Source: an optimization exercise on an open RTL-to-GDS flow (aim: small area). Production flows keep margins and buffers that such runs may drop.
Only simulation tests tie the RTL to the original design; equivalence was not proved.
The clock port is modelled as an ideal driver, which makes a skipped or thinned clock tree look cheaper than it is; a real chip needs a root buffer or a tree.
Power figures rest on the tool's default switching activity, not on a simulated workload.

## parking_meter
module parking_meter(
    input add1,  
    input add2,  
    input add3,  
    input add4,  
    input rst1,  
    input rst2,  
    input clk,
    input rst,
    output reg [6:0] led_seg,  
    output reg a1,
    output reg a2,
    output reg a3,
    output reg a4,
    output [3:0] val1,
    output [3:0] val2,
    output [3:0] val3,
    output [3:0] val4
    );
For scale: roughly 29 flip-flops.
==> flow/config.mk <==
export PLATFORM = sky130hd
export DESIGN_NAME = parking_meter
export DESIGN_NICKNAME = parking_meter
export VERILOG_FILES = /design/flow/design.v
export SDC_FILE = /design/flow/constraint.sdc
export NUM_CORES = 4
export LEC_CHECK = 0
export CAP_MARGIN = 20
export CORE_AREA = 2.3 2.72 57.5 59.84
export DIE_AREA = 0 0 59.8 62.56
export SLEW_MARGIN = 20
==> flow/constraint.sdc <==
create_clock -name core_clock -period 20.0 [get_ports {clk}]
set_input_delay 4.0000 -clock core_clock [delete_from_list [all_inputs] [get_ports {clk}]]
set_output_delay 4.0000 -clock core_clock [all_outputs]
set_load 0.01 [all_outputs]
standard.sh (not shown) runs the stock make flow with config.mk's settings and CLKGATE_MAP_FILE= SYNTH_SCRIPT=/design/flow/synth_recipe.tcl, a recipe that flattens the netlist after the stock synthesis.
==> flow/flow/run.sh <==
#!/bin/bash
# Own layout flow: the standard flow (standard.sh) with these changes.
#  1. Synthesis maps the logic for area: ABC runs abc_area.script (here) instead of
#     ORFS's delay script, and the adder-extraction step is skipped. The rest of the
#     standard synthesis (synth_recipe.tcl) is kept, so the registers are the same.
#  2. Port buffers are the smallest buffer, sky130_fd_sc_hd__buf_1.
#  3. After CTS, clock_post_cts.tcl (here) replaces the clock tree by one
#     clkbuf_16 that drives every flip-flop.
# Each tool's output goes to a log file in the work folder.
set -euo pipefail
W=$(pwd)
F=$W/flow

# synthesis script: the standard flow's, with the abc command given the area script
{
  echo "proc abc {args} {"
  echo "  set i [lsearch -exact \$args -script]"
  echo "  if {\$i >= 0} { set args [lreplace \$args \$i [expr {\$i+1}] -script $F/abc_area.script] }"
  echo "  set j [lsearch -exact \$args -D]"
  echo "  if {\$j >= 0} { set args [lreplace \$args \$j [expr {\$j+1}]] }"
  echo "  yosys abc {*}\$args"
  echo "}"
  cat "$W/synth_recipe.tcl"
} > "$W/area_synth.tcl"
sed "s#SYNTH_SCRIPT=[^ ]*#SYNTH_SCRIPT=$W/area_synth.tcl ADDER_MAP_FILE=#" "$W/standard.sh" > "$W/area_standard.sh"

export BUFFER_PORTS_ARGS="-buffer_cell sky130_fd_sc_hd__buf_1"
export CTS_ARGS="-sink_clustering_enable -repair_clock_nets -dont_use_dummy_load -root_buf sky130_fd_sc_hd__clkbuf_4 -buf_list sky130_fd_sc_hd__clkbuf_4"
export POST_CTS_TCL="$F/clock_post_cts.tcl"

bash "$W/area_standard.sh" finish > "$W/flow_make.log" 2>&1
==> flow/flow/abc_area.script <==
strash
&get -n
&deepsyn -I 10 -J 100 -T 1000
&put
dch -f
amap -m
strash
dch -f
amap -m
Other scripts of this flow, unchanged in this note and not shown: flow/flow/clock_post_cts.tcl
The first run completed without violations.
==> next run, changes <==
==> flow/flow/abc_area.script (replaced) <==
strash
&get -n
&deepsyn -I 10 -J 100 -T 1000
&put
dch -f
amap
strash
dch -f
amap
Effect: The new run ran to the end with no violations; setup slack is better by 0.22 ns; wire length went up by 1.7%; clock power went up by about 3%; final cell count went down by 0.68%; flip-flop and latch count does not change; power went up by 5.5%; cell area hardly moves; synthesized cell count went down by 0.90%; sequential share of layout area barely changes; first-iteration DRC count went down by 33%.
In every run of this note, the design's own scripts or RTL, not TritonCTS, make the clock network.


run a:
The RTL this note starts from:
==> flow/design.v <==
module parking_meter(
    input add1,  
    input add2,  
    input add3,  
    input add4,  
    input rst1,  
    input rst2,  
    input clk,
    input rst,
    output reg [6:0] led_seg,  
    output reg a1,
    output reg a2,
    output reg a3,
    output reg a4,
    output [3:0] val1,
    output [3:0] val2,
    output [3:0] val3,
    output [3:0] val4
    );
    reg [3:0] d0, d1, d2, d3;    
    reg [1:0] q;
    reg       h;
    reg [3:0] r;
    reg       st_zero;           
    reg       st_low;            
    assign val1 = d0;
    assign val2 = d1;
    assign val3 = d2;
    assign val4 = d3;
    wire tm_zero = (d0 == 0) && (d1 == 0) && (d2 == 0) && (d3 == 0);
    wire tm_lt180 = (d3 == 0) && ((d2 == 0) || (d2 == 1 && d1 <= 7));
    wire any_add = add1 | add2 | add3 | add4;
    reg [3:0] a_t;
    reg [1:0] b_h;
    always @(*) begin
        if (add1)      begin a_t = 4'd6; b_h = 2'd0; end
        else if (add2) begin a_t = 4'd2; b_h = 2'd1; end
        else if (add3) begin a_t = 4'd8; b_h = 2'd1; end
        else           begin a_t = 4'd0; b_h = 2'd3; end
    end
    wire [4:0] s1 = d1 + a_t;
    wire       c1 = (s1 >= 10);
    wire [3:0] n1 = c1 ? s1 - 10 : s1[3:0];
    wire [4:0] s2 = d2 + b_h + c1;
    wire       c2 = (s2 >= 10);
    wire [3:0] n2 = c2 ? s2 - 10 : s2[3:0];
    wire [4:0] s3 = d3 + c2;
    wire       sat = (s3 >= 10);
    function [3:0] bcd_dec(input [3:0] d);
    begin
        bcd_dec[0] = ~d[0];
        bcd_dec[1] = d[0] ? d[1] : (~d[1] & (d[2] | d[3]));
        bcd_dec[2] = (d[0] | d[1]) ? d[2] : (~d[2] & d[3]);
        bcd_dec[3] = (d[0] | d[1] | d[2]) ? d[3] : ~d[3];
    end
    endfunction
    wire b0 = (d0 == 0);
    wire b1 = b0 && (d1 == 0);
    wire b2 = b1 && (d2 == 0);
    wire [3:0] m0 = bcd_dec(d0);
    wire [3:0] m1 = b0 ? bcd_dec(d1) : d1;
    wire [3:0] m2 = b1 ? bcd_dec(d2) : d2;
    wire [3:0] m3 = b2 ? bcd_dec(d3) : d3;
    wire r_end = r[3] & r[2];            
    wire wrap = r_end & h & q[1] & q[0];  
    always @(posedge clk) begin
        if (rst) begin
            st_zero <= 1;
            st_low <= 0;
        end else begin
            st_zero <= tm_zero;
            st_low <= !tm_zero && tm_lt180;
        end
        if (rst) begin
            {d3, d2, d1, d0} <= 16'h0000;
            {q, h, r} <= 0;
        end else if (any_add) begin
            if (sat) {d3, d2, d1, d0} <= 16'h9999;
            else {d3, d2, d1} <= {s3[3:0], n2, n1};
        end else if (rst1) begin
            {d3, d2, d1, d0} <= 16'h0016;
        end else if (rst2) begin
            {d3, d2, d1, d0} <= 16'h0150;
        end else begin
            if (wrap && !tm_zero) {d3, d2, d1, d0} <= {m3, m2, m1, m0};
            if (r_end) begin
                {q, h} <= {q, h} + 1;
                r <= {3'b000, h & ~wrap};
            end else begin
                r <= r + 1;
            end
        end
        if (st_zero) begin
            a1 <= ~q[1] & ~q[0] & ~h;
            a2 <= ~q[1] & ~q[0] &  h;
            a3 <= ~q[1] &  q[0] & ~h;
            a4 <= ~q[1] &  q[0] &  h;
        end else begin
            a1 <= (~st_low | ~d0[0]) & (q == 0);
            a2 <= (~st_low | ~d0[0]) & (q == 1);
            a3 <= (~st_low | ~d0[0]) & (q == 2);
            a4 <= (~st_low | ~d0[0]) & (q == 3);
        end
    end
    wire [3:0] x = ({4{a1}} & d0) | ({4{a2}} & d1) | ({4{a3}} & d2) | ({4{a4}} & d3);
    always @(*) begin
        led_seg[6] = ~(x[3] | x[1] | (x[2] & x[0]) | (~x[2] & ~x[0]));
        led_seg[5] = ~(~x[2] | (~x[1] & ~x[0]) | (x[1] & x[0]));
        led_seg[4] = ~(x[2] | ~x[1] | x[0]);
        led_seg[3] = ~(x[3] | (~x[2] & ~x[0]) | (~x[2] & x[1]) | (x[1] & ~x[0]) | (x[2] & ~x[1] & x[0]));
        led_seg[2] = ~((~x[2] & ~x[0]) | (x[1] & ~x[0]));
        led_seg[1] = ~(x[3] | (~x[1] & ~x[0]) | (x[2] & ~x[1]) | (x[2] & ~x[0]));
        led_seg[0] = ~(x[3] | (x[2] & ~x[1]) | (~x[2] & x[1]) | (x[1] & ~x[0]));
    end
endmodule
==> flow/config.mk <==
export PLATFORM = sky130hd
export DESIGN_NAME = parking_meter
export DESIGN_NICKNAME = parking_meter
export VERILOG_FILES = /design/flow/design.v
export SDC_FILE = /design/flow/constraint.sdc
export NUM_CORES = 4
export LEC_CHECK = 0
export CAP_MARGIN = 20
export CORE_MARGIN = 2
export CORE_UTILIZATION = 75
export SLEW_MARGIN = 20
==> flow/constraint.sdc <==
create_clock -name core_clock -period 20.0 [get_ports {clk}]
set_input_delay 4.0000 -clock core_clock [delete_from_list [all_inputs] [get_ports {clk}]]
set_output_delay 4.0000 -clock core_clock [all_outputs]
set_load 0.01 [all_outputs]
==> flow/flow/run.sh <==
#!/bin/bash
# Own layout flow: the standard flow with three changes.
#  1. Synthesis maps the logic for area: ABC gets an area script (see abc_area.script here)
#     instead of ORFS's delay script, and the adder-extraction step is skipped. Everything
#     else in the standard synthesis (synth_recipe.tcl) is kept, so the registers are the same.
#  2. Port buffers are the smallest buffer, sky130_fd_sc_hd__buf_1.
#  3. CTS uses small clock buffers and no dummy loads.
# Each tool's output goes to a log file in the work folder.
set -euo pipefail
W=$(pwd)
F=$W/flow

# synthesis script: the standard flow's, with the abc command given the area script
{
  echo "proc abc {args} {"
  echo "  set i [lsearch -exact \$args -script]"
  echo "  if {\$i >= 0} { set args [lreplace \$args \$i [expr {\$i+1}] -script $F/abc_area.script] }"
  echo "  set j [lsearch -exact \$args -D]"
  echo "  if {\$j >= 0} { set args [lreplace \$args \$j [expr {\$j+1}]] }"
  echo "  yosys abc {*}\$args"
  echo "}"
  cat "$W/synth_recipe.tcl"
} > "$W/area_synth.tcl"
sed "s#SYNTH_SCRIPT=[^ ]*#SYNTH_SCRIPT=$W/area_synth.tcl ADDER_MAP_FILE=#" "$W/standard.sh" > "$W/area_standard.sh"

export BUFFER_PORTS_ARGS="-buffer_cell sky130_fd_sc_hd__buf_1"
export CTS_ARGS="-sink_clustering_enable -repair_clock_nets -dont_use_dummy_load -sink_clustering_size 40 -sink_clustering_max_diameter 300 -root_buf sky130_fd_sc_hd__clkbuf_8 -buf_list sky130_fd_sc_hd__clkbuf_8"

bash "$W/area_standard.sh" finish > "$W/flow_make.log" 2>&1
==> flow/flow/abc_area.script <==
strash
&get -n
&deepsyn -T 15
&put
dch -f
amap
Looking at the reports, run a completed the entire flow and the layout it produced met the timing, design-rule and antenna checks.
> inputs changed (run a -> run b)
==> flow/run.sh (new file) <==
#!/bin/bash
# synth_recipe.tcl (not shown) runs the flow's synth.tcl, then flattens the netlist and writes it again
# the make line also repeats each setting of config.mk as NAME=value (left out here)
make -C /OpenROAD-flow-scripts/flow DESIGN_CONFIG=/design/flow/config.mk WORK_HOME=/design/flow/orfs CLKGATE_MAP_FILE= SYNTH_SCRIPT=/design/flow/synth_recipe.tcl finish
diff --git a/flow/config.mk b/flow/config.mk
--- a/flow/config.mk
+++ b/flow/config.mk
@@ -8,4 +8,4 @@
 export CAP_MARGIN = 20
 export CORE_MARGIN = 2
-export CORE_UTILIZATION = 75
+export CORE_UTILIZATION = 40
 export SLEW_MARGIN = 20
removed: flow/flow/run.sh
removed: flow/flow/abc_area.script
removed: flow/standard.sh
Notes after the runs:
Row final period utilization: run b higher / run a lower
Run b does worse than run a on aggregate routed wire length.
Across both runs, cell area was higher for run b than for run a.
Run b vs. run a: buffers plus inverters on the worst setup path went down by 3.

## what the ideal ports hide
How much do the figures lean on ideal ports? The routed layouts below were timed once more, with nothing changed but the port constraints. Step 1 sets driving cells, clkbuf_16 on the clock port and buf_2 on the other inputs (assumed; they add their load-dependent delay and slew). Step 2, shift: input delay + t, output delay - t, t = (earliest + latest rising clock arrival at the registers) / 2. This alone moves slack from input paths to output paths. Three values: ideal ports, drivers, drivers and shift; two values: the first two.
| run | t, ns | setup slack, ns | latest minus earliest clock arrival (ns) | worst data-port slew with drivers (ns) |
|---|---|---|---|---|
| the first run of note 1 | 0.195 | 11.549 / 11.560 / 11.365 | 0.004 / 0.004 | 0.03 |
| the second run of note 1 | 0.191 | 11.765 / 11.772 / 11.581 | 0.003 / 0.003 | 0.03 |
| run a | 0.308 | 12.185 / 12.185 / 11.877 | 0.016 / 0.016 | 0.04 |
| run b | 0.309 | 10.078 / 10.083 / 9.774 | 0.006 / 0.006 | 0.03 |
After both steps every run listed still meets setup and hold. For run a, which loses most, drivers alone change the setup slack by 0.000 ns; drivers and shift together by -0.308 ns.
